What follows belongs to an exercise in optimizing a design on an open flow for small area and a short achievable clock period; a production flow would make more cautious choices. At most, simulation tests tie the RTL to the original design; equivalence was not proved. Function not checked in runs 2, 4 and 5: the RTL went through the layout flow alone. Power and IR drop assume default switching activity.

[config.mk]
export PLATFORM = sky130hd
export DESIGN_NAME = uart_top
export DESIGN_NICKNAME = uart_top
export VERILOG_FILES = /design/flow/design.v
export SDC_FILE = /design/flow/constraint.sdc
export NUM_CORES = 4
export LEC_CHECK = 0
export CAP_MARGIN = 20
export CORE_MARGIN = 2
export CORE_UTILIZATION = 60
export CTS_BUF_LIST = sky130_fd_sc_hd__clkbuf_4
export CTS_CLUSTER_DIAMETER = 100
export CTS_CLUSTER_SIZE = 30
export PLACE_DENSITY = 0.7
export SLEW_MARGIN = 20
[constraint.sdc]
create_clock -name core_clock -period 120.0 [get_ports {clk}]
set_input_delay 24.0000 -clock core_clock [delete_from_list [all_inputs] [get_ports {clk}]]
set_output_delay 24.0000 -clock core_clock [all_outputs]
set_load 0.01 [all_outputs]
[design.v]
module uart_tx (
    input  wire        rst,
    input  wire        clk,
    input  wire [7:0]  data,
    input  wire [24:0] b,
    input  wire        z,
    input  wire        valid,
    input  wire [1:0]  stop_bits,
    input  wire        parity_en,
    input  wire        parity_type,  
    output wire        ready,
    output wire        tx
);
localparam [1:0] START = 2'd0, DATA = 2'd1, PARITY = 2'd2, STOP = 2'd3;
reg [1:0]  state;
reg [7:0]  shift_reg;
reg        parity_bit;
reg [2:0]  cnt;          
reg        valid_prev;
reg        rdy;          
reg        busy_o;       
reg        tx_n;         
assign ready = ~busy_o;
assign tx    = ~tx_n;
wire   busy  = ~rdy;
reg [24:0] d;
reg        neg;
wire last = busy & neg & ~z;    
reg       tick;
reg [2:0] cmax;          
always @(*) begin        
    tick = 1'b1;
    cmax = 3'd0;
    if (state == STOP) begin
        case ({parity_en, stop_bits})
            3'b100:         begin tick = 1'b1;                      cmax = 3'd0; end  
            3'b101, 3'b000: begin tick = (cnt == 3'd1);             cmax = 3'd1; end  
            3'b110:         begin tick = (cnt != 3'd1);             cmax = 3'd2; end  
            3'b001:         begin tick = (cnt == 3'd2);             cmax = 3'd2; end  
            default:        begin tick = (cnt == 3'd1) | (cnt == 3'd4); cmax = 3'd4; end  
        endcase
    end
end
wire        reload = ~busy | last;
wire [24:0] d_next;
wire        neg_next;
uart_acc acc (
    .d(d), .load(reload), .b(b), .sub1(~reload & tick), .sub2(reload),
    .q(d_next), .neg(neg_next)
);
wire start = ~busy & valid & ~valid_prev;
always @(posedge clk or posedge rst) begin
    if (rst) begin
        tx_n       <= 1'b0;
        busy_o     <= 1'b0;
        rdy        <= 1'b1;
        valid_prev <= 1'b0;
    end else begin
        valid_prev <= valid;
        if (!busy) begin
            tx_n <= 1'b0;
            if (start) begin
                busy_o <= 1'b1;
                rdy    <= 1'b0;
            end
        end else begin
            case (state)
                START:   tx_n <= 1'b1;
                DATA:    tx_n <= ~shift_reg[0];
                PARITY:  tx_n <= ~parity_bit;
                default: tx_n <= 1'b0;
            endcase
            if (last && state == STOP) begin
                busy_o <= 1'b0;
                rdy    <= 1'b1;
            end
        end
    end
end
always @(posedge clk) begin
    d   <= d_next;
    neg <= neg_next;
    if (!busy) state <= START;
    else if (last) begin
        case (state)
            START:   state <= DATA;
            DATA:    if (cnt == 3'd7) state <= parity_en ? PARITY : STOP;
            PARITY:  state <= STOP;
            default: ;
        endcase
    end
    if (!busy) begin
        cnt <= 3'd0;
        if (start) begin
            shift_reg  <= data;
            parity_bit <= parity_type;
        end
    end else if (last) begin
        if (state == DATA) begin
            shift_reg  <= {1'b0, shift_reg[7:1]};
            parity_bit <= parity_bit ^ shift_reg[0];
            cnt        <= cnt + 3'd1;
        end
    end else if (state == STOP) begin
        cnt <= (cnt == cmax) ? 3'd0 : cnt + 3'd1;
    end
end
endmodule
module uart_rx (
    input  wire        rst,
    input  wire        clk,
    input  wire        rx,
    input  wire [24:0] b,
    input  wire        z,
    input  wire        valid,
    input  wire [1:0]  stop_bits,
    input  wire        parity_en,
    input  wire        parity_type,
    output reg         parity_valid,
    output wire        ready,
    output reg  [7:0]  rx_data
);
localparam [2:0] IDLE = 3'd0, START = 3'd1, DATA = 3'd2, PARITY = 3'd3, STOP = 3'd4;
reg [2:0]  state;
reg [2:0]  cnt;
reg        parity_bit;
reg        parity_calc;
reg        rx_prev;
reg        busy_o;       
assign ready = ~busy_o;
reg [24:0] d;
reg        neg;
reg       tick;
reg [2:0] cmax;
always @(*) begin
    tick = 1'b1;
    cmax = 3'd0;
    if (state == STOP) begin
        case (stop_bits)
            2'd1:    begin tick = (cnt == 3'd1); cmax = 3'd1; end
            2'd2:    begin tick = (cnt != 3'd1); cmax = 3'd2; end
            default: begin tick = 1'b1;          cmax = 3'd0; end
        endcase
    end
end
wire in_start = (state == START);
wire idle     = (state == IDLE);
wire last     = neg & ~z & ~idle;
wire [26:0] x = idle ? {2'b00, b} : last ? 27'd0 : {2'b00, d};
wire [26:0] y = (idle | in_start | last) ? {1'b0, b, 1'b0} : tick ? {2'b00, b} : 27'd0;
wire [27:0] c;
assign c[0] = 1'b0;
genvar i;
generate
    for (i = 0; i < 27; i = i + 1) begin : g
        assign c[i+1] = (x[i] & y[i]) | (x[i] & c[i]) | (y[i] & c[i]);
    end
endgenerate
wire [26:0] s = x ^ y ^ c[26:0];
wire [24:0] d_next   = s[24:0];
localparam [26:0] K = 27'd109217727;
wire [27:0] gc;
assign gc[0] = 1'b0;
generate
    for (i = 0; i < 27; i = i + 1) begin : g_gt
        assign gc[i+1] = K[i] ? (s[i] | gc[i]) : (s[i] & gc[i]);
    end
endgenerate
wire        neg_next = gc[27];
always @(posedge clk or posedge rst) begin
    if (rst) begin
        state       <= IDLE;
        rx_data     <= 8'd0;
        busy_o      <= 1'b0;
        parity_bit  <= 1'b0;
        parity_calc <= 1'b0;
        rx_prev     <= 1'b1;
    end else begin
        rx_prev <= rx;
        case (state)
            IDLE: begin
                busy_o  <= 1'b0;
                rx_data <= 8'd0;
                if (valid && rx_prev && !rx) begin
                    state       <= START;
                    parity_calc <= 1'b0;
                    busy_o      <= 1'b1;
                end
            end
            START: if (last) state <= (valid && !rx) ? DATA : IDLE;
            DATA: if (last) begin
                if (valid) begin
                    rx_data[cnt] <= rx;
                    parity_calc  <= parity_calc ^ rx;
                end
                if (cnt == 3'd7) state <= parity_en ? PARITY : STOP;
            end
            PARITY: if (last) begin
                if (valid) parity_bit <= rx;
                state <= STOP;
            end
            default: if (last) begin
                state  <= IDLE;
                busy_o <= 1'b0;
            end
        endcase
    end
end
always @(posedge clk) begin
    parity_valid <= ~parity_en | (parity_calc ^ parity_bit ^ ~parity_type);  
    d   <= d_next;
    neg <= neg_next;
    if (idle || in_start) cnt <= 3'd0;
    else if (state == DATA) begin
        if (last) cnt <= cnt + 3'd1;
    end else if (state == STOP) begin
        if (!last) cnt <= (cnt == cmax) ? 3'd0 : cnt + 3'd1;
    end
end
endmodule
module uart_top (
    input  wire        clk,
    input  wire        rst,
    input  wire [31:0] baudrate,
    input  wire [1:0]  stop_bits,
    input  wire        parity_en,
    input  wire        parity_type,
    input  wire [7:0]  tx_data,
    input  wire        tx_valid,
    output wire        tx_ready,
    output wire        tx,
    input  wire        rx,
    input  wire        rx_valid,
    output wire        rx_ready,
    output wire [7:0]  rx_data,
    output wire        rx_parity_valid
);
reg [24:0] b;        
reg        b_hi;     
reg [1:0]  sb;
reg        pe;
always @(posedge clk) begin
    b    <= baudrate[24:0];
    b_hi <= |baudrate[31:25];
    sb   <= stop_bits;
    pe   <= parity_en;
end
wire z = b_hi | (b > 25'd25000000);
uart_tx u_tx (
    .rst(rst), .clk(clk), .data(tx_data), .b(b), .z(z), .valid(tx_valid),
    .stop_bits(sb), .parity_en(pe), .parity_type(parity_type),
    .ready(tx_ready), .tx(tx)
);
uart_rx u_rx (
    .rst(rst), .clk(clk), .rx(rx), .b(b), .z(z), .valid(rx_valid),
    .stop_bits(sb), .parity_en(pe), .parity_type(parity_type),
    .parity_valid(rx_parity_valid), .ready(rx_ready), .rx_data(rx_data)
);
endmodule
module uart_acc (
    input  wire [24:0] d,
    input  wire        load,
    input  wire [24:0] b,
    input  wire        sub1,
    input  wire        sub2,
    output wire [24:0] q,
    output wire        neg
);
localparam [24:0] E0 = 25'd8554431;    
wire [26:0] x = {2'b11, load ? E0 : d};
wire [26:0] y = (sub1 ? {2'b00, b} : 27'd0) | (sub2 ? {1'b0, b, 1'b0} : 27'd0);
wire [27:0] c;
assign c[0] = 1'b0;
genvar i;
generate
    for (i = 0; i < 27; i = i + 1) begin : g
        assign c[i+1] = (x[i] & y[i]) | (x[i] & c[i]) | (y[i] & c[i]);
    end
endgenerate
wire [26:0] s = x ^ y ^ c[26:0];
assign q   = s[24:0];
assign neg = ~s[26];
endmodule
[flow/run.sh]
#!/bin/bash
# The standard layout (standard.sh: the standard flow's synthesis and ORFS flow) with two
# changes:
#  - the port buffers that placement inserts on every input and output are
#    sky130_fd_sc_hd__buf_1 instead of the default buffer cell;
#  - clock tree synthesis uses clkbuf_4 buffers under a clkbuf_16 root and adds
#    no dummy loads for balancing (the rest as config.mk's CTS settings).
# make's full output goes to standard.log; ORFS keeps each tool's log under
# orfs/logs.
set -euo pipefail
export BUFFER_PORTS_ARGS="-buffer_cell sky130_fd_sc_hd__buf_1"
export CTS_ARGS="-sink_clustering_enable -repair_clock_nets -sink_clustering_size 30 -sink_clustering_max_diameter 100 -buf_list sky130_fd_sc_hd__clkbuf_4 -root_buf sky130_fd_sc_hd__clkbuf_16 -dont_use_dummy_load"
bash standard.sh > standard.log 2>&1
[standard.sh]
#!/bin/bash
# synth_recipe.tcl (not shown) runs the flow's synth.tcl, then flattens the netlist and writes it again
# the make line also repeats each setting of config.mk as NAME=value (left out here)
make -C /OpenROAD-flow-scripts/flow DESIGN_CONFIG=/design/flow/config.mk WORK_HOME=/design/flow/orfs CLKGATE_MAP_FILE= SYNTH_SCRIPT=/design/flow/synth_recipe.tcl "${@:-finish}"
==> notes.md, run 1 <==
For this run, design rule violations remaining after detail routing come to 0. For this run, the leading register cell type out of synthesis is dfxtp_1. The share of post-route cells with drive strength above 1 is 8.45%. The number of global-route vias before repair is 4952. The library cell used most frequently in the layout, excluding fill and tap cells, is nand2_1. The number of enable flip-flop cells after synthesis is 9. The congestion estimate from routability-driven global placement came to 0.827. The total power per unit cell area is 17.9 mW/mm².

The number of pins exceeding their max-slew limit in the final report came to 0. The remaining max-slew budget at the tightest pin is 37.1%. The CTS tree is built.

The placeable core region came out at 0.0104 mm². The number of different library cells in the post-synthesis netlist is 64. The design internal power came out at 79.7 µW. Synthesis produced a netlist whose cell count is 664. The count of buffers added on input and output ports is 60. The floorplan die height is 108 µm.

The number of antenna diodes in the final layout is 0. The number of antenna violations at the first check in global routing came out at 1. The longest clock path from root to sink contains 2 buffers. The launching element type of the critical path is a primary input.

The switching power total came out at 43.3 µW. The combinational group share of total power came out at 38.9%. The static leakage is 2.96 nW. Counting flops and latches in the post-synthesis netlist gives 118. The largest registers in the layout are b (25), u_rx.d (25), u_tx.d (25). The final routed wirelength across all metal layers came out at 13500 µm. From left edge to right edge, the die measures 108 µm. After legalization and detailed placement, the total HPWL measured 9390 µm.

The required time at the endpoint of the critical path is 120.26 ns. In this run the worst hold path is classified as reg -> reg. The row count is 37. For the final routed database, the setup TNS stands at 0 ns. The cell sitting at the root of the clock tree is a clkbuf_16. The clock-pin slew reported for the worst setup and hold paths after clock tree synthesis came out at 0.09 ns. For this design the top-level I/O count stands at 61. The effective utilization at floorplan is 62.1%.

The die outline area is 0.0116 mm². Setup violations remaining at the end of the flow were counted as 0. The instance area after placement is 0.00672 mm². For this design, the slowest cell found on the critical path is and3_1. Hold repair after CTS inserted 0 buffers. The antenna violation net count after detailed routing came out at 0. The count of synthesis-stage warnings from yosys is 3. Of all nets on the critical path, the largest fanout is 7.

The area overhead of the layout relative to synthesis is 6.77%. STA classifies the critical path endpoint as a flip-flop. In this run the post-CTS setup repair buffer count came out at 0.

The vias after detailed routing came out at 4868. Yosys attributes the largest share of cell area to dfxtp_1 28%, fa_1 15%, dfrtp_1 6.6%, nand2_1 5.8%, o21ai_0 5.4%. The net count reported at finish is 832.

The per-cell via count in the routed design came out at 5.75. The net count after synthesis is 784. Between clock sinks in the finished design, the worst skew comes to 0.0238 ns. The hold violation count in the final report is 0.

The portion of the clock cycle consumed by the worst path in the final layout is 21.0%. The first global-routing pass estimated 23000 µm of wire. The residual overflow from global routing is 0. The critical path in this run is classified as in -> reg. Traced cell by cell, the critical path runs through buf_1 -> nor2b_1 -> nor4_1 -> and3_1 -> nand3_1 -> o21ai_0.

Entering global routing, the biggest net connects 59 pins. The share of power burned in the clock network is 16.3%. The proportion of power drawn by flip-flops and latches came out at 44.8%.

The synthesized cell area came out at 0.00644 mm². The maximum VDD drop came out at 0.0114 mV. Global routing used 25.4% of the available tracks. The total of cells resized after clock tree synthesis is 0.

The library cell occupying the most area in the post-synthesis netlist is dfxtp_1. The run finished with no timing, DRC or antenna violations. Timing would allow up to 0.0398 GHz. The transition time at the pin with the least slew margin is 0.944 ns. The switching share of total power came out at 35.2%.

The minimum period implied by the final worst setup slack is 25.14 ns. The proportion of synthesized chip area in sequential cells came out at 39.6%. The H-tree was split into 4 levels.

In the layout the commonest cells are 99 x nand2_1, 90 x dfxtp_1, 70 x o21ai_0. CTS saw 118 sinks. In the final routed layout, each cell accounts on average for 15.9 µm. The latest clock arrival within the worst-skew pair came out at 0.36 ns.

The number of detailed-route iterations in the first pass is 5. Summed over its instances, the top area cell type makes up 28.0% of the synthesized netlist area. For the worst setup path, the data arrival time is 25.40 ns. The proportion of synthesized flip-flops having asynchronous set or reset is 16.1%. The largest stage delay on the critical path came out at 0.38 ns. The number of DRC violations after detailed-routing iteration 0 came out at 301. The mean instance size in the synthesized netlist is 9.69 µm².

The number of CTS-inserted buffers came out at 17. Setup repair after global routing left no endpoint under its margin. After routing the design area is 0.00687 mm². Max-cap violations in this run came to 0.
[stage by stage]
| step | instances | hold WS (ns) | util [%] | setup WS (ns) | power [mW] |
|---|---|---|---|---|---|
| after detailed placement | 829 | 0.488 | 64.8 | 94.49 | 0.103 |
| final | 846 | 0.508 | 66.3 | 94.86 | 0.123 |
| after global routing | 846 | 0.522 | 66.3 | 94.69 | 0.135 |
| after CTS | 846 | 0.508 | 66.2 | 94.86 | 0.124 |
| after global placement | 829 | 0.489 | 64.8 | 94.63 | 0.0996 |
| after floorplan | 664 | 0.471 | - | 94.98 | 0.0903 |
[cells by family after synthesis]
| logic type | after synthesis | synth area share, % |
|---|---|---|
| fa+ha+maj | 71 | 19.4 |
| simple gates | 196 | 15.0 |
| compound gates | 168 | 16.3 |
| mux | 17 | 2.88 |
| xor+xnor | 8 | 1.09 |
| buf+inv | 86 | 5.70 |
| flops | 118 | 39.6 |
[power groups by stage]
stage | clock [mW] | combinational [mW] | sequential (mW)
detailed placement | 0 | 0.0475 | 0.0559
CTS | 0.0209 | 0.0481 | 0.0552
global route | 0.0224 | 0.0566 | 0.0562
finish | 0.0201 | 0.0478 | 0.0551
global placement | 0 | 0.0442 | 0.0554
floorplan | 0 | 0.0362 | 0.0542
[per-layer routing]
layer / part of all wire (%) / global-route usage, % / up-vias
li1: - / - / 2341
met4: 0.66 / 7.51 / 0
met2: 48 / 40.4 / 134
met1: 46 / 34.3 / 2385
met3: 5.5 / 6.72 / 8
met5: 0 / 0 / -
[critical path, delay by kind of cell]
kind            cells  cell delay (ns)
compound gates      1             0.22
buf+inv             1             0.26
simple gates        4             0.92
[cell type report]
type | instances | area [µm²]
clock buffers | 17 | 145
fillers | 877 | 3500
inverters | 48 | 180
multi-input cells | 460 | 3550
flip-flops and latches | 118 | 2550
well taps | 136 | 170
repair buffers | 67 | 278
[path summary, 6_finish.rpt]
kind | end | startpoint | depth (start not counted) | slack (ns)
worst min register to register | u_rx.rx_data[4] | u_rx.rx_data[4] | 1 | 0.51
max in group asynchronous | u_rx.state[1] | rst | 2 | 95.70
worst max register to register | u_rx.neg | b[9] | 38 | 107.42
min in group asynchronous | u_tx.tx_n | rst | 2 | 23.76
worst max-delay path | u_rx.rx_data[7] | rx_valid | 6 | 94.86
worst min-delay path | u_rx.rx_data[4] | u_rx.rx_data[4] | 1 | 0.51
[synth_stat cells (4+ instances only)]
library cell,count
nand2_1,99
dfxtp_1,90
o21ai_0,70
fa_1,48
inv_1,47
ha_1,23
a21oi_1,22
clkbuf_1,20
a22o_1,18
nor2_1,18
dfrtp_1,17
o21ai_1,16
or2_2,14
a22oi_1,13
buf_2,9
edfxtp_1,9
nand3_1,9
nor2b_1,9
mux2_2,8
mux2i_1,8
nor3_1,8
nand2b_1,7
xnor2_1,7
o211ai_1,6
nor4_1,5
and2_1,4
buf_4,4
==> run 2, diff against run 1 <==
--- a/design.v
+++ b/design.v
@@ -189,10 +189,8 @@
             end
             START: if (last) state <= (valid && !rx) ? DATA : IDLE;
             DATA: if (last) begin
-                if (valid) begin
-                    rx_data[cnt] <= rx;
-                    parity_calc  <= parity_calc ^ rx;
-                end
+                rx_data[cnt] <= valid & rx;
+                parity_calc  <= parity_calc ^ (valid & rx);
                 if (cnt == 3'd7) state <= parity_en ? PARITY : STOP;
             end
             PARITY: if (last) begin
==> run 2 against run 1 <==
Non-clock buffer count increased by 4. Clock-buffer cell count unchanged. Maximum frequency increased by 0.72%. Sequential share of layout area decreased by 1.7 points. Design area increased by 4.9%. Register-to-register slack improved by 0.19 ns. Synthesized area increased by 5.2%. Die area increased by 5.0%. Critical path type unchanged. Critical endpoint is now u_rx.state[2].
==> notes.md, run 2 <==
The number of global-route vias before repair came out at 5440. The global-route wire length before repair came out at 26000 µm. The number of enable flip-flop cells after synthesis came out at 9. The number of detailed-route iterations in the first pass is 5. The net count after synthesis is 846.

The proportion of power drawn by flip-flops and latches came out at 34.2%. The worst min-delay path endpoint is u_tx.state[1]. In the layout the commonest cells are 106 x o21ai_0, 90 x dfxtp_1, 78 x inv_1. Buffers inserted to repair hold after CTS numbered 0. The net count reported at finish came out at 894.

During placement, the flow inserted port buffers numbering 60. The synthesized cell area is 0.00677 mm². The met1 track demand over resource came out at 35.0%.

The area share of fa/ha/maj cells after synthesis came out at 18.5%. The combinational family with the most area after synthesis is compound AO/OA/AOI/OAI gates. The vias after detailed routing is 5491. Summed over all instances, the cell type with the most area after synthesis is dfxtp_1. TritonCTS built the clock tree. The routed wirelength normalized by instance count is 17.5 µm.

The effective utilization at floorplan came out at 61.9%. After clock tree synthesis, the repair step resized 0 gates. The share of power burned in the clock network is 11.7%. The worst setup path is launched from a primary input. The highest-utilization routing layer at the global route stage is met2. The hold violation count in the final report came out at 0. The biggest fanout along the worst timing path came out at 5. After synthesis the netlist holds a flip-flop and latch count of 118. CTS placed an instance of clkbuf_16 at the clock tree root. The count of synthesis-stage warnings from yosys came out at 3. The most frequently used cell type in the post-synthesis netlist is o21ai_0. The critical path in this run is classified as in -> reg.

The total power per unit cell area is 23.7 mW/mm². The residual overflow from global routing came out at 0. The combinational group share of total power is 54.1%. The number of setup violations in the final report is 0.

After detailed routing, the number of remaining DRC violations is 0. The worst path needs 24.96 ns of the cycle, external delays included. The antenna violation net count after detailed routing is 0. Sequential cells were found to cover 37.7% of the synthesized design area. In the final layout, the registers with the most flip-flops are b (25), u_rx.d (25), u_tx.d (25). The weighted congestion reported at the end of routability-driven placement came out at 0.861. The count of cells along the worst hold path came out at 2.

The xor and xnor area share after synthesis came out at 0.906%. The flow ran to the end and the layout has no timing, DRC or antenna violations. The H-tree depth came out at 4. In the synthesized netlist, the cells that appear most often are 106 x o21ai_0, 90 x dfxtp_1, 78 x inv_1. For this run, global-route usage on met3 was measured as 7.11%. The remaining max-slew budget at the tightest pin came out at 45.3%. The sum of negative setup slack is 0 ns. The placeable core region is 0.0109 mm².

The repair_antennas step left the layout with diodes totalling 0. In this run the critical register-to-register path is launched from b[24]. Across the run, the number of max-cap violations was 0. The total routing resource utilization after global routing came out at 28.3%. Setup repair after global routing left no endpoint under its margin. The switching power total came out at 72.2 µW. Between clock sinks in the finished design, the worst skew comes to 0.0373 ns.

The number of pins exceeding their max-slew limit in the final report is 0. The wire-length estimate of the detail-placed layout is 11000 µm. The proportion of synthesized flip-flops having asynchronous set or reset came out at 16.1%. For the worst flop-to-flop path, the logic depth is 41. Leaving out fill and tap cells, the most frequent cell in the layout is o21ai_0. The area share of the largest cell type after synthesis is 26.6%. The chip width is 110 µm.

The floorplan has 38 rows. The per-cell via count in the routed design came out at 6.02. The final routed wirelength across all metal layers came out at 15900 µm. The fraction of the core area covered by cells at the end of the flow came out at 65.9%. VDD sags by at most 0.0136 mV. The post-synthesis mux area share came out at 2.20%.

The die is 110 µm tall. The static leakage came out at 3.06 nW. The number of antenna violations at the first check in global routing is 0.

The number of setup buffers added after CTS is 0. STA classifies the critical path endpoint as a flip-flop. The die outline area came out at 0.0121 mm². TritonCTS created 17 clock buffers. In the synthesized netlist the dominant register cell turns out to be dfxtp_1. The switching share of total power is 42.2%. The destination of the worst register-to-register timing path is u_rx.neg. Of the cells placed in the final design, the portion with a size suffix greater than 1 is 7.77%. The count of boundary I/O pins came out at 61. The count of clock tree sinks came out at 118.

The portion of the clock cycle consumed by the worst path in the final layout is 20.8%. The type of the worst min-delay path is reg -> reg. The area overhead of the layout relative to synthesis is 6.54%. The post-synthesis cell count came out at 726. The latest clock arrival within the worst-skew pair came out at 0.37 ns.

In the post-synthesis netlist, the biggest area contributors are dfxtp_1 27%, fa_1 14%, o21ai_0 7.8%, dfrtp_1 6.3%, inv_1 4.3%. The largest net degree at the start of global routing came out at 59. The worst hold path begins at u_tx.state[1]. The transition time at the pin with the least slew margin came out at 0.819 ns. After clock tree synthesis, the clock-pin slew on the worst setup and hold paths is 0.07 ns. Summing the areas of all compound-gate instances in the mapped netlist gives 18.5% of the synthesized area. Based on the critical path, the design can be clocked at up to 0.0401 GHz. The simple-gate share of the synthesized area came out at 15.0%. The number of different library cells in the post-synthesis netlist is 69.

The mean instance size in the synthesized netlist is 9.32 µm². The number of DRC violations after detailed-routing iteration 0 came out at 419. The arrival time at the worst endpoint is 25.20 ns.

The required time at the endpoint of the critical path came out at 120.24 ns. Setup slack on the worst reg-to-reg path comes out at 107.61 ns. The met2 track demand over resource in global routing is 48.4%. Cell internal power was estimated by the tool at 98.8 µW. The largest buffer count on any clock path is 2.
run 2: cell count changes in the layout (fill, tap and decap cells not counted), moves of 7 or more:
| cell | delta |
|---|---|
| a22o_1 | -17 |
| nor2_1 | +13 |
| nor2b_1 | -7 |
| inv_1 | +31 |
| or2_2 | -12 |
| or3_1 | +15 |
| nand3_1 | +20 |
| nand2_1 | -33 |
| o21ai_1 | -15 |
| mux2i_1 | -7 |
| o21ai_0 | +36 |
| o31ai_1 | +14 |
| a22oi_1 | -9 |
| o31a_1 | +11 |
run 2: metrics by stage:
| step | power (mW) | worst slack [ns] | hold WS [ns] | area [µm²] | instances |
|---|---|---|---|---|---|
| 2_1_floorplan | 0.126 | 95.01 | 0.461 | 6770 | 726 |
| 3_3_place_gp | 0.145 | 94.79 | 0.487 | 7070 | 895 |
| 3_5_place_dp | 0.151 | 94.69 | 0.509 | 7070 | 895 |
| 4_1_cts | 0.171 | 95.03 | 0.521 | 7210 | 912 |
| 5_1_grt | 0.188 | 94.87 | 0.549 | 7210 | 912 |
| 6_report | 0.171 | 95.04 | 0.519 | 7210 | 912 |
run 2: cell families (layout without fill, tap and decap cells):
family,after synthesis,after routing
AOI/OAI and AO/OA,202,202
and+or+nand+nor,195,195
DFF,118,118
muxes,13,13
buffers and inverters,120,166
adders and majority gates,71,71
xor gates and xnor gates,7,7
run 2: layer usage:
| metal | share of wire (%) | vias to the layer above |
|---|---|---|
| li1 | - | 2598 |
| met1 | 42 | 2665 |
| met2 | 49 | 202 |
| met3 | 6.4 | 26 |
| met4 | 1.9 | 0 |
| met5 | 0 | - |
run 2: area by class of cell:
class	count	area (µm²)
clock buffer	17	145
fill	923	3720
inverter	78	293
multi-input combinational	488	3740
sequential	118	2550
tap	140	175
timing repair buffer	71	308
run 2: worst max path at each step:
| stage | startpoint | endpoint | cells past startpoint |
|---|---|---|---|
| after floorplan | rx_valid | u_rx.state[0] | 6 |
| after global placement | rx | u_rx.state[2] | 6 |
| after detailed placement | rx | u_rx.state[2] | 6 |
| after CTS | u_rx.busy_o | rx_ready | 2 |
| after global routing | rx | u_rx.state[2] | 6 |
| final | rx | u_rx.state[2] | 6 |
run 2: power by group through the flow:
stage | Combinational (mW) | Clock, mW | Sequential [mW]
after detailed placement | 0.0916 | 0 | 0.0592
after global placement | 0.0862 | 0 | 0.0590
after floorplan | 0.0694 | 0 | 0.0568
after global routing | 0.106 | 0.0221 | 0.0597
final | 0.0925 | 0.0200 | 0.0585
after CTS | 0.0923 | 0.0206 | 0.0584
run 2: critical path: stages:
cell and delay, ns:
buf_1 0.17, nor2_1 0.09, nand2_1 0.09, o21ai_0 0.08
o21ai_0 0.37, mux2_2 0.40
==> run 3, diff against run 2 <==
--- a/design.v
+++ b/design.v
@@ -189,8 +189,10 @@
             end
             START: if (last) state <= (valid && !rx) ? DATA : IDLE;
             DATA: if (last) begin
-                rx_data[cnt] <= valid & rx;
-                parity_calc  <= parity_calc ^ (valid & rx);
+                if (valid) begin
+                    rx_data[cnt] <= rx;
+                    parity_calc  <= parity_calc ^ rx;
+                end
                 if (cnt == 3'd7) state <= parity_en ? PARITY : STOP;
             end
             PARITY: if (last) begin
==> flow/run.sh (replaced) <==
#!/bin/bash
# The standard layout (standard.sh: the standard flow's synthesis and ORFS flow) with two
# changes:
#  - the port buffers that placement inserts on every input and output are
#    sky130_fd_sc_hd__buf_1 instead of the default buffer cell;
#  - clock tree synthesis uses clkbuf_4 buffers under a clkbuf_8 root and adds
#    no dummy loads for balancing (the rest as config.mk's CTS settings).
# make's full output goes to standard.log; ORFS keeps each tool's log under
# orfs/logs.
set -euo pipefail
export BUFFER_PORTS_ARGS="-buffer_cell sky130_fd_sc_hd__buf_1"
export CTS_ARGS="-sink_clustering_enable -repair_clock_nets -sink_clustering_size 30 -sink_clustering_max_diameter 100 -buf_list sky130_fd_sc_hd__clkbuf_4 -root_buf sky130_fd_sc_hd__clkbuf_8 -dont_use_dummy_load"
bash standard.sh > standard.log 2>&1
==> run 3 against run 2 <==
Combinational power down 48%. Clock power down 4%. Flip-flop and latch count unchanged. Critical path depth unchanged. Utilization up 0.22 points. Synthesized cell count down 8.5%. Still clean on timing, DRC and antenna. Sequential share of layout area up 1.8 points. Worst hold slack worse by 0.011 ns. Global-route usage down 2.8 points. Maximum frequency down 0.50%. Final cell count down 7.2%.
==> notes.md, run 3 <==
Dividing the detail-routed via count by the number of cells gives 5.77. The sum of met2 wire segment lengths after detailed routing is 6450 µm. In this run the standard cell core region covers 0.0104 mm². Setup repair after global routing left no endpoint under its margin. Cells fill 66.2% of the core in the end. The sum of negative setup slack came out at 0 ns. The remaining max-slew budget at the tightest pin came out at 38.2%. Post-CTS repair changed the size of 0 cells. Of the available clock period, the critical path in the final layout requires 20.9%. The number of setup violations in the final report came out at 0. The required time at the endpoint of the critical path is 120.31 ns. The row count came out at 37. The latest clock arrival within the worst-skew pair came out at 0.41 ns. The largest individual stage delay along the critical path comes from the cell and3_1. The final setup skew came out at 0.0229 ns. The repair_antennas step left the layout with diodes totalling 0.

The half-perimeter wire length after detailed placement is 9390 µm. The number of different library cells in the post-synthesis netlist is 64. The count of buffers from port buffering is 60. The flow ran to the end and the layout has no timing, DRC or antenna violations. In the layout the commonest cells are 99 x nand2_1, 90 x dfxtp_1, 70 x o21ai_0. The largest registers in the layout are b (25), u_rx.d (25), u_tx.d (25). Global routing finished with a remaining overflow of 0. In this run the critical register-to-register path is launched from b[9]. Buffers inserted during clock tree synthesis total 17.

The area overhead of the layout relative to synthesis is 6.59%. The signal on the critical path passes through buf_1 -> nor2b_1 -> nor4_1 -> and3_1 -> nand3_1 -> o21ai_0. The highest layer touched by signal routing is met4. The number of setup buffers added after CTS came out at 0.

The proportion of synthesized chip area in sequential cells is 39.6%. The worst setup path is of the in -> reg kind. Counting every sink on the clock net gives 118. The startpoint identified for the worst hold timing path is u_rx.rx_data[4]. The number of fillers in the final layout is 879. The antenna violation net count after detailed routing came out at 0. The total routing resource utilization after global routing came out at 25.5%. The first detailed-routing pass took 5 iterations. The final routed wirelength across all metal layers came out at 13600 µm. The max-cap check violation count came out at 0.

The maximum VDD drop is 0.0114 mV. The first routing iteration left 282 violations. The clock-pin slew reported for the worst setup and hold paths after clock tree synthesis is 0.09 ns. The worst setup path is launched from a primary input. The number of global-route vias before repair is 4947. The vias after detailed routing came out at 4881.

The routed wirelength normalized by instance count came out at 16.0 µm. The most frequent standard cell in the layout excluding fill and tap cells is nand2_1. Measured along the x axis, the die boundary spans 108 µm.

For this configuration, the core starts out at a cell density of 62.1%. The placed cell count is 829. The mean instance size in the synthesized netlist is 9.69 µm².

The root buffer cell chosen for the clock tree is clkbuf_8. The largest stage delay on the critical path came out at 0.38 ns. The area share of the largest cell type after synthesis came out at 28.0%. The most used flip-flop cell after synthesis is dfxtp_1. The die outline area came out at 0.0116 mm².

The static leakage came out at 2.96 nW. The overall power consumption came out at 122 µW. The hold violation count in the final report came out at 0. During synthesis, Yosys emitted a total of 3 warnings. The biggest fanout along the worst timing path is 7.

Yosys instantiated no cell more often than nand2_1. The net count after synthesis came out at 784. dfxtp_1 takes more of the synthesized area than any other cell. For this run, the top clock speed supported by timing is 0.0399 GHz. The global-route wire length before repair came out at 23000 µm. The synthesized cell area came out at 0.00644 mm².

The routed length on met3 came out at 811 µm. The weighted congestion reported at the end of routability-driven placement is 0.827. The floorplan die height came out at 108 µm. The post-synthesis cell count is 664. The number of enable flip-flop cells after synthesis is 9. The number of antenna violations at the first check in global routing is 0.

The H-tree depth is 4. The detailed-routing wirelength on met1 came out at 6170 µm. The critical path starts at rx_valid. The transition time at the pin with the least slew margin came out at 0.927 ns. The total power per unit cell area came out at 17.8 mW/mm². The post-route non-filler standard cell count came out at 846. The type of the worst min-delay path is reg -> reg. After synthesis, the cell types taking the most area are dfxtp_1 28%, fa_1 15%, dfrtp_1 6.6%, nand2_1 5.8%, o21ai_0 5.4%. In this run the count of I/O pins placed on the die edge is 61. In this run the deepest clock path goes through 2 buffers.

The DRC violation count after routing is 0. The worst setup path is captured at a flip-flop. The number of hold buffers added after cts is 0. The number of flip-flops and latches in the synthesized netlist is 118.

Of all flip-flops after synthesis, the portion carrying an async set or reset was 16.1%. The number of pins exceeding their max-slew limit in the final report came out at 0. In the final layout, the share of cells above drive strength 1 is 8.45%. Data on the critical path arrives at its endpoint at 25.40 ns. The CTS tree is built.

The minimum period implied by the final worst setup slack is 25.09 ns. After synthesis, the most frequently instantiated cells are 99 x nand2_1, 90 x dfxtp_1, 70 x o21ai_0. The largest net degree at the start of global routing is 59. The net count reported at finish came out at 832.
run 3: changes by cell type after synthesis, moves of 12 or more:
cell     before  now
o21ai_0     106   70
nand2_1      66   99
inv_1        78   47
nand3_1      29    9
a22o_1        1   18
o21ai_1       1   16
or3_1        17    2
o31ai_1      16    2
nor2_1       31   18
or2_2         2   14
run 3: final timing paths:
kind / slack (ns) / cells after the start / end
max in group asynchronous: 95.75 / 2 / u_rx.state[1]
max reg2reg: 107.45 / 38 / u_rx.neg
min in group asynchronous: 23.71 / 2 / u_tx.tx_n
min: 0.51 / 1 / u_rx.rx_data[4]
min reg2reg: 0.51 / 1 / u_rx.rx_data[4]
max: 94.91 / 6 / u_rx.rx_data[7]
run 3: layout make-up:
cell class	count	area [µm²]	area share, %
flip-flops and latches	118	2550	37.2
repair buffers	67	278	4.05
well taps	136	170	2.48
multi-input cells	460	3550	51.7
clock buffers	17	134	1.95
inverters	48	180	2.63
run 3: critical path, delay by kind of cell:
family	cells	cell delay (ns)
compound gates	1	0.22
buf+inv	1	0.26
simple gates	4	0.92
run 3: cells by family after synthesis:
kind of cell	share of synthesized area [%]
xor gates and xnor gates	1.09
adders and majority gates	19.4
DFF	39.6
AOI/OAI and AO/OA	16.3
muxes	2.88
and+or+nand+nor	15.0
buffers and inverters	5.70
run 3: layer usage:
| layer | vias up | track usage (%) |
|---|---|---|
| met5 | - | 0 |
| met4 | 0 | 8.52 |
| met3 | 13 | 6.66 |
| met2 | 148 | 40.0 |
| met1 | 2377 | 34.4 |
| li1 | 2343 | - |
run 3: report_power, final:
group / internal [mW] / switching (mW)
clock network: 0.00693 / 0.0123
logic: 0.0208 / 0.0269
registers: 0.0511 / 0.00403
run 3: stage by stage:
| stage | hold WS (ns) | instance area, µm² | worst slack (ns) |
|---|---|---|---|
| floorplan | 0.471 | 6440 | 94.98 |
| global placement | 0.489 | 6720 | 94.63 |
| detailed placement | 0.488 | 6720 | 94.49 |
| CTS | 0.508 | 6850 | 94.92 |
| global route | 0.522 | 6860 | 94.75 |
| finish | 0.508 | 6860 | 94.91 |
==> run 4, diff against run 3 <==
--- a/design.v
+++ b/design.v
@@ -14,29 +14,29 @@
 localparam [1:0] START = 2'd0, DATA = 2'd1, PARITY = 2'd2, STOP = 2'd3;
 reg [1:0]  state;
 reg [7:0]  shift_reg;
-reg        parity_bit;
+reg        parity_bit;   
 reg [2:0]  cnt;          
 reg        valid_prev;
 reg        rdy;          
 reg        busy_o;       
 reg        tx_n;         
+reg [24:0] d;            
+reg        neg;          
 assign ready = ~busy_o;
 assign tx    = ~tx_n;
 wire   busy  = ~rdy;
-reg [24:0] d;
-reg        neg;
-wire last = busy & neg & ~z;    
+wire   last  = busy & neg & ~z;
 reg       tick;
-reg [2:0] cmax;          
-always @(*) begin        
+reg [2:0] cmax;
+always @(*) begin
     tick = 1'b1;
     cmax = 3'd0;
     if (state == STOP) begin
         case ({parity_en, stop_bits})
-            3'b100:         begin tick = 1'b1;                      cmax = 3'd0; end  
-            3'b101, 3'b000: begin tick = (cnt == 3'd1);             cmax = 3'd1; end  
-            3'b110:         begin tick = (cnt != 3'd1);             cmax = 3'd2; end  
-            3'b001:         begin tick = (cnt == 3'd2);             cmax = 3'd2; end  
+            3'b100:         begin tick = 1'b1;                          cmax = 3'd0; end  
+            3'b101, 3'b000: begin tick = (cnt == 3'd1);                 cmax = 3'd1; end  
+            3'b110:         begin tick = (cnt != 3'd1);                 cmax = 3'd2; end  
+            3'b001:         begin tick = (cnt == 3'd2);                 cmax = 3'd2; end  
             default:        begin tick = (cnt == 3'd1) | (cnt == 3'd4); cmax = 3'd4; end  
         endcase
     end
@@ -51,12 +51,10 @@
 wire start = ~busy & valid & ~valid_prev;
 always @(posedge clk or posedge rst) begin
     if (rst) begin
-        tx_n       <= 1'b0;
-        busy_o     <= 1'b0;
-        rdy        <= 1'b1;
-        valid_prev <= 1'b0;
+        tx_n   <= 1'b0;
+        busy_o <= 1'b0;
+        rdy    <= 1'b1;
     end else begin
-        valid_prev <= valid;
         if (!busy) begin
             tx_n <= 1'b0;
             if (start) begin
@@ -78,6 +76,7 @@
     end
 end
 always @(posedge clk) begin
+    valid_prev <= valid;
     d   <= d_next;
     neg <= neg_next;
     if (!busy) state <= START;
@@ -122,14 +121,14 @@
 );
 localparam [2:0] IDLE = 3'd0, START = 3'd1, DATA = 3'd2, PARITY = 3'd3, STOP = 3'd4;
 reg [2:0]  state;
-reg [2:0]  cnt;
+reg [2:0]  cnt;          
 reg        parity_bit;
 reg        parity_calc;
 reg        rx_prev;
 reg        busy_o;       
+reg [24:0] d;            
+reg        neg;          
 assign ready = ~busy_o;
-reg [24:0] d;
-reg        neg;
 reg       tick;
 reg [2:0] cmax;
 always @(*) begin
@@ -137,9 +136,9 @@
     cmax = 3'd0;
     if (state == STOP) begin
         case (stop_bits)
-            2'd1:    begin tick = (cnt == 3'd1); cmax = 3'd1; end
-            2'd2:    begin tick = (cnt != 3'd1); cmax = 3'd2; end
-            default: begin tick = 1'b1;          cmax = 3'd0; end
+            2'd1:    begin tick = (cnt == 3'd1); cmax = 3'd1; end  
+            2'd2:    begin tick = (cnt != 3'd1); cmax = 3'd2; end  
+            default: begin tick = 1'b1;          cmax = 3'd0; end  
         endcase
     end
 end
@@ -157,7 +156,6 @@
     end
 endgenerate
 wire [26:0] s = x ^ y ^ c[26:0];
-wire [24:0] d_next   = s[24:0];
 localparam [26:0] K = 27'd109217727;
 wire [27:0] gc;
 assign gc[0] = 1'b0;
@@ -166,7 +164,6 @@
         assign gc[i+1] = K[i] ? (s[i] | gc[i]) : (s[i] & gc[i]);
     end
 endgenerate
-wire        neg_next = gc[27];
 always @(posedge clk or posedge rst) begin
     if (rst) begin
         state       <= IDLE;
@@ -174,9 +171,7 @@
         busy_o      <= 1'b0;
         parity_bit  <= 1'b0;
         parity_calc <= 1'b0;
-        rx_prev     <= 1'b1;
     end else begin
-        rx_prev <= rx;
         case (state)
             IDLE: begin
                 busy_o  <= 1'b0;
@@ -207,9 +202,10 @@
     end
 end
 always @(posedge clk) begin
-    parity_valid <= ~parity_en | (parity_calc ^ parity_bit ^ ~parity_type);  
-    d   <= d_next;
-    neg <= neg_next;
+    rx_prev      <= rx;
+    parity_valid <= ~parity_en | (parity_calc ^ parity_bit ^ ~parity_type);
+    d            <= s[24:0];
+    neg          <= gc[27];
     if (idle || in_start) cnt <= 3'd0;
     else if (state == DATA) begin
         if (last) cnt <= cnt + 3'd1;
@@ -245,7 +241,7 @@
     sb   <= stop_bits;
     pe   <= parity_en;
 end
-wire z = b_hi | (b > 25'd25000000);
+wire z = b_hi | (b > 25'd25000000);    
 uart_tx u_tx (
     .rst(rst), .clk(clk), .data(tx_data), .b(b), .z(z), .valid(tx_valid),
     .stop_bits(sb), .parity_en(pe), .parity_type(parity_type),
==> flow/run.sh (replaced) <==
#!/bin/bash
# The standard layout (standard.sh: the standard flow's synthesis and ORFS flow) with two
# changes:
#  - the port buffers that placement inserts on every input and output are
#    sky130_fd_sc_hd__buf_1 instead of the default buffer cell;
set -euo pipefail
export BUFFER_PORTS_ARGS="-buffer_cell sky130_fd_sc_hd__buf_1"
export CTS_ARGS="-sink_clustering_enable -repair_clock_nets -sink_clustering_size 30 -sink_clustering_max_diameter 100 -buf_list sky130_fd_sc_hd__clkbuf_4 -dont_use_dummy_load"
bash standard.sh > standard.log 2>&1
==> run 4 against run 3 <==
Die area grew 1.6%. Combinational power rose by 12%. Still clean. Synthesized cell count up 5.3%. Power increased by 5.4%. Register-to-register slack improved by 0.31 ns. Via count grew 3.1%. Utilization is 1.6 points lower. Maximum frequency shrank 0.24%. Non-clock buffer count increased by 1. Critical endpoint is now rx_ready. Global-route usage up 0.98 points. Clock skew up 0.0076 ns.
==> notes.md, run 4 <==
Timing would allow up to 0.0398 GHz. Once layout is complete, the utilization of the core stands at 64.6%. By area the synthesized netlist is led by dfxtp_1 28%, fa_1 15%, nand2_1 7.5%, dfrtp_1 6.1%, o21ai_0 5.4%. The required time at the endpoint of the critical path came out at 96.00 ns. The filler cells instantiated in the layout total 907. The number of flip-flops and latches in the synthesized netlist is 118. The floorplan die height came out at 108 µm. The number of CTS-inserted buffers is 17. The final setup skew came out at 0.0304 ns. The vias after detailed routing came out at 5034. The portion of the clock cycle consumed by the worst path in the final layout came out at 21.0%. The library cell occupying the most area in the post-synthesis netlist is dfxtp_1. The number of DRC violations after detailed-routing iteration 0 came out at 319. The number of hold buffers added after cts is 0. The post-synthesis cell count came out at 699. The count of buffers from port buffering is 60. The sum of negative setup slack came out at 0 ns. The critical path in this run is classified as reg -> out.

The routed wirelength normalized by instance count came out at 16.0 µm. In the synthesized netlist the dominant register cell turns out to be dfxtp_1. The count of clock tree sinks is 118. The minimum period implied by the final worst setup slack came out at 25.15 ns.

The clock-pin slew reported for the worst setup and hold paths after clock tree synthesis came out at 0.10 ns. The share of post-route cells with drive strength above 1 came out at 6.99%. In this run the tightest slew margin relative to its limit is 54.3%. After detailed routing, the total wire length is 14200 µm.

In the final layout, the multi-input gates occupy 0.00364 mm². The largest net degree at the start of global routing came out at 51. The half-perimeter wire length after detailed placement came out at 9920 µm.

The area share of the largest cell type after synthesis came out at 28.1%. The row count came out at 38. The number of antenna violations at the first check in global routing is 0.

The number of different library cells in the post-synthesis netlist is 67. Power spread over the standard cell area amounts to 18.6 mW/mm². Of all nets on the critical path, the largest fanout is 2. The die outline area is 0.0118 mm². The H-tree was split into 4 levels.

From synthesis to final layout, the design area changed by 6.02%. The proportion of synthesized flip-flops having asynchronous set or reset came out at 14.4%. The number of pins exceeding their max-slew limit in the final report came out at 0.

The proportion of synthesized chip area in sequential cells is 38.8%. Once the clock tree was built, the setup fixing pass inserted 0 buffers. The net count reported at finish is 865. The largest buffer count on any clock path came out at 2. The static leakage came out at 3.01 nW. The effective utilization at floorplan is 60.9%.

The antenna violation net count after detailed routing is 0. The register area is 0.00254 mm². STA classifies the critical path startpoint as a flip-flop. STA classifies the critical path endpoint as an output pin.

The total routing resource utilization after global routing is 26.4%. On the final layout, the worst hold slack is 0.514 ns. In this run the mean area of a mapped cell was 9.36 µm².

The die is 108 µm wide. The largest registers in the layout are b (25), u_rx.d (25), u_tx.d (25). The per-cell via count in the routed design came out at 5.69. The number of detailed-route iterations in the first pass is 5. The most frequent standard cell in the layout excluding fill and tap cells is nand2_1. The number of global-route vias before repair is 4864. In the routed design, unresolved DRC markers number 0. The number of antenna diodes in the final layout is 0. Setup repair after global routing left no endpoint under its margin. After clock tree synthesis, the repair step resized 0 gates. The placeable core region is 0.0107 mm².

For the pin with the worst max-slew slack, the measured transition is 0.685 ns. The global-route wire length before repair is 24000 µm. At the end of routability-driven placement, the weighted congestion stood at 0.836. The mapped netlist covers 0.00654 mm². The max-cap check violation count came out at 0. Leaving out fill and tap cells, the most frequent cells in the layout are 131 x nand2_1, 92 x dfxtp_1, 71 x o21ai_0.

The hold violation count in the final report was 0. The net count after synthesis came out at 818. The residual overflow from global routing is 0. Pin placement for this block handled 61 I/O pins.

IR analysis of the VDD net gives a maximum drop of 0.0111 mV. The number of enable flip-flop cells after synthesis is 9. The count of synthesis-stage warnings from yosys came out at 3. The commonest cells after synthesis are 131 x nand2_1, 92 x dfxtp_1, 71 x o21ai_0.

The arrival time at the worst endpoint came out at 1.15 ns. TritonCTS built the clock tree. The type of the worst min-delay path is reg -> reg. Among all cell types in the netlist, the one instantiated most often is nand2_1.

The run finished with no timing, DRC or antenna violations. The tree is rooted in a clkbuf_4. The number of setup violations in the final report came out at 0. At the later pin of the worst-skew pair, clock insertion delay measures 0.55 ns.
run 4: changes by cell type after synthesis, sizes merged, moves of 7 or more:
| cell | before | now |
|---|---|---|
| and3 | 1 | 17 |
| a22o | 18 | 4 |
| o21ai | 87 | 80 |
| or2 | 15 | 0 |
| a21oi | 23 | 31 |
| nand2 | 99 | 131 |
| nand2b | 7 | 21 |
| a22oi | 13 | 1 |
| nand3 | 9 | 26 |
run 4: critical path, cell delays in order, from the launching register on:
cell and delay (ns):
dfrtp_1 0.40, inv_1 0.07, buf_1 0.15
run 4: worst paths after layout:
kind                             startpoint  cells after the start                 to  slack, ns
min in group asynchronous               rst                      2      u_rx.state[2]      23.51
worst max register to register        b[10]                     40           u_rx.neg     107.76
worst min register to register           pe                      1  u_rx.parity_valid       0.51
max in group asynchronous               rst                      2    u_rx.rx_data[6]      96.02
worst min-delay path                     pe                      1  u_rx.parity_valid       0.51
worst max-delay path            u_rx.busy_o                      2           rx_ready      94.85
run 4: routing by layer:
metal | routed length (µm) | part of all wire, % | global-route usage [%] | vias up
met3 | 1050 | 7.4 | 7.72 | 24
met5 | 0 | 0 | 0 | -
met2 | 6470 | 46 | 40.4 | 194
li1 | - | - | - | 2442
met1 | 6450 | 45 | 36.7 | 2374
met4 | 202 | 1.4 | 7.60 | 0
run 4: logic make-up after synthesis:
logic type,after synthesis,share of synthesized area [%]
xor gates and xnor gates,10,1.34
muxes,18,3.04
adders and majority gates,70,18.9
and+or+nand+nor,249,18.6
DFF,118,38.8
AOI/OAI and AO/OA,149,13.7
buffers and inverters,85,5.62
run 4: report_power, final:
group / internal (mW) / total (mW) / switching (mW)
Combinational: 0.0228 / 0.0534 / 0.0306
Sequential: 0.0517 / 0.0565 / 0.00481
Clock: 0.00643 / 0.0188 / 0.0124
Total: 0.0810 / 0.129 / 0.0478
run 4: cell type report:
type	instances	share of cell area [%]
flip-flops and latches	118	36.6
repair buffers	68	4.11
multi-input cells	496	52.5
clock buffers	17	1.84
well taps	140	2.52
inverters	45	2.43
run 4: stage by stage:
stage	power [mW]	area, µm²	setup slack (ns)	instances
3_5_place_dp	0.110	6810	94.88	867
6_report	0.129	6940	94.85	884
4_1_cts	0.130	6940	94.82	884
2_1_floorplan	0.0952	6540	95.16	699
3_3_place_gp	0.106	6810	94.94	867
5_1_grt	0.142	6940	94.79	884
==> run 5, diff against run 4 <==
==> flow/run.sh (replaced) <==
#!/bin/bash
# The standard layout (standard.sh: the standard flow's synthesis and ORFS flow) with two
# changes:
#  - the port buffers that placement inserts on every input and output are
#    sky130_fd_sc_hd__buf_1 instead of the default buffer cell;
#  - clock tree synthesis uses clkbuf_4 buffers under a clkbuf_16 root and adds
#    no dummy loads for balancing (the rest as config.mk's CTS settings).
# make's full output goes to standard.log; ORFS keeps each tool's log under
# orfs/logs.
set -euo pipefail
export BUFFER_PORTS_ARGS="-buffer_cell sky130_fd_sc_hd__buf_1"
export CTS_ARGS="-sink_clustering_enable -repair_clock_nets -sink_clustering_size 30 -sink_clustering_max_diameter 100 -buf_list sky130_fd_sc_hd__clkbuf_4 -root_buf sky130_fd_sc_hd__clkbuf_16 -dont_use_dummy_load"
bash standard.sh > standard.log 2>&1
==> run 5 against run 4 <==
Critical path depth unchanged. Synthesized cell count unchanged. Worst setup slack better by 0.19 ns. Final cell count unchanged. Clock-buffer cell count unchanged. Register-to-register slack better by 0.02 ns. Synthesized area unchanged. Die area unchanged. Global-route usage about the same. Clock power up 6%. Via count down 0.77%. First-iteration DRC count down 6.6%. Largest power group unchanged.
==> notes.md, run 5 <==
The run finished with no timing, DRC or antenna violations. The number of inserted diodes is 0. The multi-input combinational cells in the finished layout cover a total of 0.00364 mm². STA classifies the critical path endpoint as an output pin. At the worst endpoint, the required time is 96.00 ns. From synthesis to final layout, the design area changed by 6.29%. The worst setup path is of the reg -> out kind. After synthesis, the cell types taking the most area are dfxtp_1 28%, fa_1 15%, nand2_1 7.5%, dfrtp_1 6.1%, o21ai_0 5.4%.

The longest clock path from root to sink contains 2 buffers. The per-cell via count in the routed design is 5.65. The count of boundary I/O pins came out at 61. The number of hold buffers added after cts is 0. The final setup skew is 0.0300 ns. The net count of the finished layout is 865. Setup violations remaining at the end of the flow were counted as 0. The net count after synthesis came out at 818.

The library cell occupying the most area in the post-synthesis netlist is dfxtp_1. The remaining max-slew budget at the tightest pin came out at 54.3%. The mapped netlist covers 0.00654 mm². The die outline area came out at 0.0118 mm². Derived from the worst setup path, the maximum achievable clock frequency is 0.0401 GHz. The startpoint identified for the worst register-to-register timing path is b[10]. For this run, the detailed router's first-pass iteration total came to 5. The number of different library cells in the post-synthesis netlist came out at 67. The launching element type of the critical path is a flip-flop. STA puts the critical path data arrival time at 0.96 ns. The hold violation count in the final report came out at 0.

The clock-pin slew reported for the worst setup and hold paths after clock tree synthesis is 0.08 ns. The most used flip-flop cell after synthesis is dfxtp_1. Clock tree synthesis found a total of 118 sinks. The minimum period implied by the final worst setup slack came out at 24.96 ns.

The library cell used most frequently in the layout, excluding fill and tap cells, is nand2_1. The largest net degree at the start of global routing came out at 51. The synthesized design contains 9 enable-type register cells. The number of CTS-inserted buffers came out at 17. The static leakage came out at 3.02 nW. The number of antenna violations at the first check in global routing is 0. For this design the ratio of total power to cell area is 18.7 mW/mm². The critical path goes through inv_1 -> buf_1. The number of pins exceeding their max-slew limit in the final report is 0. The proportion of synthesized flip-flops having asynchronous set or reset came out at 14.4%. In this run the vertical extent of the chip is 108 µm.

Synthesis produced a netlist whose cell count is 699. The largest registers in the layout are b (25), u_rx.d (25), u_tx.d (25). The area share of the largest cell type after synthesis came out at 28.1%. The count of synthesis-stage warnings from yosys came out at 3. Summed over all failing endpoints, the final setup total negative slack is 0 ns.

In this run the number of H-tree levels came out at 4. Detailed placement ended at an HPWL of 9920 µm. Synthesis inferred 118 register bits. For this design, the slowest cell found on the critical path is dfrtp_1. The mean instance size in the synthesized netlist came out at 9.36 µm². The biggest fanout along the worst timing path is 2.

The count of nets left with antenna violations once routing finished came out at 0. The library cell used as clock root buffer is clkbuf_16. The number of fillers in the final layout is 904. The global-route wire length before repair is 24000 µm.

The number of global-route vias before repair came out at 4865. The routed wirelength normalized by instance count is 16.0 µm. The number of setup buffers added after CTS is 0. The detailed router placed 4995 vias in this run. The chip width came out at 108 µm. The effective utilization at floorplan came out at 60.9%. The setup check on the worst reg-to-reg path leaves a slack of 107.78 ns.

The placeable core region came out at 0.0107 mm². The proportion of synthesized chip area in sequential cells is 38.8%. The worst hold path begins at u_tx.busy_o.

The DRC violation count after routing is 0. IR analysis of the VDD net gives a maximum drop of 0.0113 mV. Ranked by instance count, the synthesized netlist is headed by 131 x nand2_1, 92 x dfxtp_1, 71 x o21ai_0. The total of cells resized after clock tree synthesis is 0. The total routing resource utilization after global routing came out at 26.4%. The endpoint identified for the worst register-to-register timing path is u_rx.neg. In this run the worst hold path is classified as reg -> reg. For the pin with the worst max-slew slack, the measured transition is 0.685 ns. The worst register-to-register path has a depth of 40. The path with the worst hold slack has its endpoint at u_tx.busy_o.

In this run, the number of DRC markers left after iteration 0 of detailed routing was 298. The max-cap check violation count is 0. The final routed wirelength across all metal layers is 14100 µm. The initialized floorplan defines 38 standard-cell rows.

Routability-driven placement finished with a final weighted congestion of 0.836. The most frequently used cell type in the post-synthesis netlist is nand2_1. Setup repair after global routing left no endpoint under its margin. The share of post-route cells with drive strength above 1 came out at 6.99%.

For this run the aggregate overflow at the end of global routing stands at 0. The count of cells along the worst hold path came out at 1. Dividing the final minimum period by the clock period gives 20.8%. The register area is 0.00254 mm². The count of buffers from port buffering came out at 60. TritonCTS built the clock tree. The clock reaches the later pin of the worst-skew pair after 0.37 ns. The largest stage delay on the critical path is 0.40 ns. For this run, the share of the core covered by cells in the final layout is 64.7%. The library cells used most frequently in the layout, excluding fill and tap cells, are 131 x nand2_1, 92 x dfxtp_1, 71 x o21ai_0.
==> run 5: worst max-delay path by stage <==
| stage | from | end | slack [ns] | cells past startpoint |
|---|---|---|---|---|
| after floorplan | rx_valid | u_rx.rx_data[4] | 95.16 | 4 |
| after global placement | rx_valid | u_rx.rx_data[4] | 94.94 | 5 |
| after CTS | u_rx.busy_o | rx_ready | 95.01 | 2 |
| after detailed placement | tx_valid | u_tx.shift_reg[1] | 94.88 | 3 |
| after global routing | u_tx.busy_o | tx_ready | 94.98 | 2 |
| final | u_rx.busy_o | rx_ready | 95.04 | 2 |
==> run 5: cell type report <==
type,count,area share [%]
well taps,140,2.52
flip-flops and latches,118,36.5
clock buffers,17,2.09
inverters,45,2.43
repair buffers,68,4.10
multi-input cells,496,52.4
==> run 5: per-layer routing <==
| metal | vias to the layer above | global-route usage (%) | part of all wire (%) |
|---|---|---|---|
| li1 | 2439 | - | - |
| met1 | 2392 | 36.6 | 46 |
| met2 | 148 | 40.4 | 46 |
| met5 | - | 0 | 0 |
| met4 | 0 | 7.60 | 1.2 |
| met3 | 16 | 7.72 | 6.7 |
==> run 5: kinds of logic after synthesis <==
kind of cell,Yosys count,synth area share (%)
mux,18,3.04
simple gates,249,18.6
flops,118,38.8
fa+ha+maj,70,18.9
buf+inv,85,5.62
xor+xnor,10,1.34
compound gates,149,13.7
==> run 5: worst max-delay path, delay by kind of cell, from the launching register on <==
| family | cells | cell delay [ns] |
|---|---|---|
| buffers and inverters | 2 | 0.22 |
| DFF | 1 | 0.40 |
==> run 5: where the power goes <==
part	switching [mW]	internal, mW	total (mW)
logic	0.0305	0.0228	0.0533
clock network	0.0122	0.00773	0.0199
registers	0.00479	0.0517	0.0565
==> run 5: metrics by stage <==
| step | instance area [µm²] | power, mW | cells | hold WS, ns | setup WS (ns) |
|---|---|---|---|---|---|
| 4_1_cts | 6960 | 0.131 | 884 | 0.517 | 95.01 |
| 3_3_place_gp | 6810 | 0.106 | 867 | 0.484 | 94.94 |
| 6_report | 6960 | 0.130 | 884 | 0.514 | 95.04 |
| 5_1_grt | 6960 | 0.143 | 884 | 0.549 | 94.98 |
| 3_5_place_dp | 6810 | 0.110 | 867 | 0.494 | 94.88 |
| 2_1_floorplan | 6540 | 0.0952 | 699 | 0.466 | 95.16 |

static timing again, ports no longer ideal:
How much do the figures lean on ideal ports? The routed layouts below were timed once more, with nothing changed but the port constraints.
Step 1: set_driving_cell puts a clkbuf_16 on clk and a buf_2 on each other input, an assumption about the parent block.
Step 2 adds t to the input delays and takes it off the output delays; t is the mean of the earliest and latest rising clock arrival at the registers after step 1. Input paths then give back, and output paths get back, about the clock's delay inside the block.
Three values: no drivers, after step 1, after step 2; two values: the first two.
run	shift t [ns]	setup slack, ns	worst setup path at the end	worst data-port slew with drivers (ns)
run 1	0.387	94.858 / 94.872 / 94.485	input to register	0.04
run 2	0.396	95.038 / 95.008 / 94.659	input to register	0.05
run 3	0.435	94.912 / 94.922 / 94.486	input to register	0.04
run 4	0.569	94.853 / 94.821 / 94.892	input to register	0.06
run 5	0.391	95.038 / 95.000 / 94.893	input to register	0.06
After both steps setup and hold are still met in every run listed. The setup slack of run 3, which loses most, moves by +0.010 ns with the drivers and by -0.426 ns with both steps.
